What follows belongs to an exercise in optimizing a design on an open flow for small area; a production flow would make more cautious choices. In this exercise RTL edits were held to simulation tests only and were not proved equivalent to the original. Power and IR drop assume default switching activity.

==> run A <==
==> flow/design.v (excerpt) <==
module aftab_core #(parameter size = 32) (
    input clk,
    input rst,
    input memReady,
    input [7:0] memDataIn,
    output [7:0] memDataOut,
    output memRead,
    output memWrite,
    output [size-1:0] memAddr,
    input machineExternalInterrupt,
    input machineTimerInterrupt,
    input machineSoftwareInterrupt,
    input userExternalInterrupt,
    input userTimerInterrupt,
    input userSoftwareInterrupt,
    input [15:0] platformInterruptSignals,
    output interruptProcessing
);
==> flow/config.mk <==
export PLATFORM = sky130hd
export DESIGN_NAME = aftab_core
export DESIGN_NICKNAME = aftab_core
export VERILOG_FILES = /design/flow/design.v
export SDC_FILE = /design/flow/constraint.sdc
export NUM_CORES = 4
export LEC_CHECK = 0
export CAP_MARGIN = 20
export CORE_MARGIN = 2
export CORE_UTILIZATION = 50
export PLACE_DENSITY = 0.65
export SLEW_MARGIN = 20
==> flow/constraint.sdc <==
create_clock -name core_clock -period 12.0 [get_ports {clk}]
set_input_delay 2.4000 -clock core_clock [delete_from_list [all_inputs] [get_ports {clk}]]
set_output_delay 2.4000 -clock core_clock [all_outputs]
set_load 0.01 [all_outputs]
standard.sh (not shown) runs the stock make flow with config.mk's settings and CLKGATE_MAP_FILE= SYNTH_SCRIPT=/design/flow/synth_recipe.tcl, a recipe that flattens the netlist after the stock synthesis.
==> flow/flow/run.sh <==
#!/bin/bash
# Layout flow: the standard ORFS flow (standard.sh: unchanged synthesis,
# floorplan, placement, routing) with these changes:
#  - clock tree synthesis uses clkbuf_4 and adds no dummy balancing loads;
#  - every port still gets its buffer, but the smallest buffer cell;
# The flow's full output goes to standard_flow.log; ORFS keeps each tool's
# log under orfs/logs.
set -euo pipefail
export CTS_ARGS="-sink_clustering_enable -repair_clock_nets -dont_use_dummy_load -buf_list sky130_fd_sc_hd__clkbuf_4"
export BUFFER_PORTS_ARGS="-buffer_cell sky130_fd_sc_hd__buf_1"
bash standard.sh finish > standard_flow.log 2>&1
==> inputs of run X, as changes to run A <==
Settings changed: CORE_UTILIZATION 50 to 40, GPL_ROUTABILITY_DRIVEN from default to 0, PLACE_DENSITY 0.65 to 0.55.
==> flow_summary.ini <==
[run_status]
status = finished clean

[layout]
final_net_count = 7726
clk_share_pct = 3.532
areaGrowthSynthToFinish_pct = 9.630

[detailed_routing]
drtPass1Iterations = 13
drt-initial-drc-count = 12680
wl_met3_um = 54710
met1_length_um = 144000

[pwr]
power_frac_clock_pct = 34.9
power_clock_mw = 3.82
seq_power_share_pct = 61.9
ir_drop_v = 0.0001160
p_per_area_nw_per_um2 = 116.9

[floorplanning]
core-area_um2 = 169700
die_width_um = 417.5
die-area_um2 = 174300

[worst_hold_path]
hold_start = CSRF[12].r[2]$_DFFE_PP_

[worst_setup_path]
r2r-end = PC[0]$_DFFE_PP0P_
# the run above: run A

==> flow_summary.ini <==
[run_status]
status = finished clean

[worst_setup_path]
cp_slowest_cell = or4_2
r2r-end = PC[12]$_DFFE_PP0P_

[global_route]
overflow = 0

[detailed_routing]
met1_length_um = 140500
wl_met3_um = 50400
drt-initial-drc-count = 12280
drtPass1Iterations = 12

[pwr]
ir_drop_v = 0.0001062
p_per_area_nw_per_um2 = 116.6
power_clock_mw = 3.90

[floorplanning]
die-area_um2 = 217400
core-area_um2 = 212300

[layout]
clk_share_pct = 3.613

[worst_hold_path]
hold_start = CSRF[6].r[16]$_DFFE_PP_
# the run above: run X


* * *

==> tundra: inputs <==
aftab_core again, from the RTL that the note above started with.
// aftab_core
module aftab_core #(parameter size = 32) (
    input clk,
    input rst,
    input memReady,
    input [7:0] memDataIn,
    output [7:0] memDataOut,
    output memRead,
    output memWrite,
    output [size-1:0] memAddr,
    input machineExternalInterrupt,
    input machineTimerInterrupt,
    input machineSoftwareInterrupt,
    input userExternalInterrupt,
    input userTimerInterrupt,
    input userSoftwareInterrupt,
    input [15:0] platformInterruptSignals,
    output interruptProcessing
);
==> flow/config.mk <==
export PLATFORM = sky130hd
export DESIGN_NAME = aftab_core
export DESIGN_NICKNAME = aftab_core
export VERILOG_FILES = /design/flow/design.v
export SDC_FILE = /design/flow/constraint.sdc
export NUM_CORES = 4
export LEC_CHECK = 0
export CAP_MARGIN = 20
export CORE_MARGIN = 2
export CORE_UTILIZATION = 40
export PLACE_DENSITY = 0.55
export SLEW_MARGIN = 20
==> flow/constraint.sdc <==
create_clock -name core_clock -period 12.0 [get_ports {clk}]
set_input_delay 2.4000 -clock core_clock [delete_from_list [all_inputs] [get_ports {clk}]]
set_output_delay 2.4000 -clock core_clock [all_outputs]
set_load 0.01 [all_outputs]
==> flow/flow/run.sh <==
#!/bin/bash
# Layout flow: the standard ORFS flow (standard.sh: unchanged synthesis,
# floorplan, placement, routing) with three changes:
#  - clock tree synthesis uses clkbuf_8 and adds no dummy balancing loads;
#  - every port still gets its buffer, but the smallest buffer cell;
#  - the global-route step recovers area on paths with positive slack.
# The flow's full output goes to standard_flow.log; ORFS keeps each tool's
# log under orfs/logs.
set -euo pipefail
export CTS_ARGS="-sink_clustering_enable -repair_clock_nets -dont_use_dummy_load -buf_list sky130_fd_sc_hd__clkbuf_8"
export BUFFER_PORTS_ARGS="-buffer_cell sky130_fd_sc_hd__buf_1"
export RECOVER_POWER=100
bash standard.sh finish > standard_flow.log 2>&1
==> lagoon (differences from tundra) <==
==> flow/flow/run.sh (replaced) <==
#!/bin/bash
# Layout flow: the standard ORFS flow (standard.sh: unchanged synthesis,
# floorplan, placement, routing) with these changes:
#  - clock tree synthesis uses clkbuf_4 and adds no dummy balancing loads;
#  - every port still gets its buffer, but the smallest buffer cell;
# The flow's full output goes to standard_flow.log; ORFS keeps each tool's
# log under orfs/logs.
set -euo pipefail
export CTS_ARGS="-sink_clustering_enable -repair_clock_nets -dont_use_dummy_load -buf_list sky130_fd_sc_hd__clkbuf_4"
export BUFFER_PORTS_ARGS="-buffer_cell sky130_fd_sc_hd__buf_1"
bash standard.sh finish > standard_flow.log 2>&1
--- a/flow/config.mk
+++ b/flow/config.mk
@@ -10,3 +10,3 @@
 export CORE_UTILIZATION = 40
-export PLACE_DENSITY = 0.55
+export PLACE_DENSITY = 0.7
 export SLEW_MARGIN = 20
==> run notes <==
status=complete, but fails checks; Fail Reasons=max-capacitance violations, max-slew violations; Seq power=roughly 6800 uW; Slew Viols, Final=about 2500; GR Layer Usage met3=between 7 and 8%; fraction of area in multi-input gates=about a third; combinational share of power=3.2%; Signal buf overhead=2.663%; worst r2r path cells=24; number of max-cap violations=around 80; initial drt markers=approximately 11000; max incr delay on CP=approximately 1400 ps; WP depth=24; sequential power share=between 50% and 60%
# the run above: tundra

==> run notes <==
status=complete, no violations; sequential power share=61.5%; Slew Viols, Final=0; fraction of area in multi-input gates=around a third; combinational share of power=under 10%; worst r2r path cells=35; Signal buf overhead=3.319%; Synth top area share=about 53%; Seq power=between 6000 and 7000 uW; GR Layer Usage met3=a little under a tenth; WP depth=35; max incr delay on CP=about 1100 ps; unrepaired setup endpoints after global routing=no
# the run above: lagoon


* * *

==> trial 97 <==
Starting RTL as in the previous note.
export LEC_CHECK = 0
export CAP_MARGIN = 20
export CORE_MARGIN = 2
export CORE_UTILIZATION = 40
export PLACE_DENSITY = 0.55
export SLEW_MARGIN = 20
create_clock -name core_clock -period 12.0 [get_ports {clk}]
==> flow/flow/run.sh <==
#!/bin/bash
# Layout flow: the standard ORFS flow (standard.sh: unchanged synthesis,
# floorplan, placement, routing) with these changes:
#  - clock tree synthesis uses clkbuf_4 and adds no dummy balancing loads;
#  - every port still gets its buffer, but the smallest buffer cell;
# The flow's full output goes to standard_flow.log; ORFS keeps each tool's
# log under orfs/logs.
set -euo pipefail
export CTS_ARGS="-sink_clustering_enable -repair_clock_nets -dont_use_dummy_load -buf_list sky130_fd_sc_hd__clkbuf_4"
export BUFFER_PORTS_ARGS="-buffer_cell sky130_fd_sc_hd__buf_1"
bash standard.sh finish > standard_flow.log 2>&1
==> inputs of build 4, as changes to trial 97 <==
==> flow/run.sh (new file) <==
#!/bin/bash
# synth_recipe.tcl (not shown) runs the flow's synth.tcl, then flattens the netlist and writes it again
# the make line also repeats each setting of config.mk as NAME=value (left out here)
make -C /OpenROAD-flow-scripts/flow DESIGN_CONFIG=/design/flow/config.mk WORK_HOME=/design/flow/orfs CLKGATE_MAP_FILE= SYNTH_SCRIPT=/design/flow/synth_recipe.tcl finish
Settings changed: CTS_BUF_LIST set to sky130_fd_sc_hd__clkbuf_8.
removed: flow/flow/run.sh
removed: flow/standard.sh
==> comparison <==
- Build 4 passed the timing, DRC and antenna checks. Trial 97 finished clean.
- Area after synthesis is the same in build 4 and trial 97.
- Between trial 97 and build 4, the lower maximum frequency is in trial 97 (gap about 1.7%, measured against build 4).
- In die area, trial 97 and build 4 do not differ.
- In trial 97 the clock-buffer cell count is higher than in build 4, by 124.
- Between build 4 and trial 97, the lower utilization is in trial 97 (gap 1.3 points).
- Non-clock buffer count: trial 97 is lower than build 4 (5).
- In build 4 the sequential share of layout area is lower than in trial 97, by 1.5 points.

port drivers added, routing unchanged:
No port has a modelled driver above. Below, the same layouts with a new extraction and two added sets of constraints. Step 1 assumes that a clkbuf_16 drives the clock port and a buf_2 every other input. Step 2 times the ports against the registers' clock, not the clock port: input delays grow and output delays shrink by t, the midpoint of the rising clock arrivals with the driver on. Three values: ideal ports, drivers, drivers and shift; two values: the first two.
| run | t, ns | setup WS [ns] | pins driven straight from the clock port |
|---|---|---|---|
| run A | 1.486 | 0.633 / 0.633 / 0.633 | 1 |
| run X | 1.509 | 0.493 / 0.493 / 0.493 | 1 |
| tundra | 1.119 | 0.584 / 0.584 / 0.513 | 1 |
| lagoon | 1.489 | 0.636 / 0.636 / 0.636 | 1 |
| trial 97 | 1.459 | 0.864 / 0.864 / 0.864 | 1 |
| build 4 | 1.111 | 1.054 / 1.054 / 1.054 | 1 |
The setup slack of tundra, which loses most, moves by 0.000 ns with the drivers and by -0.071 ns with both steps. Setup slack includes reset recovery checks.
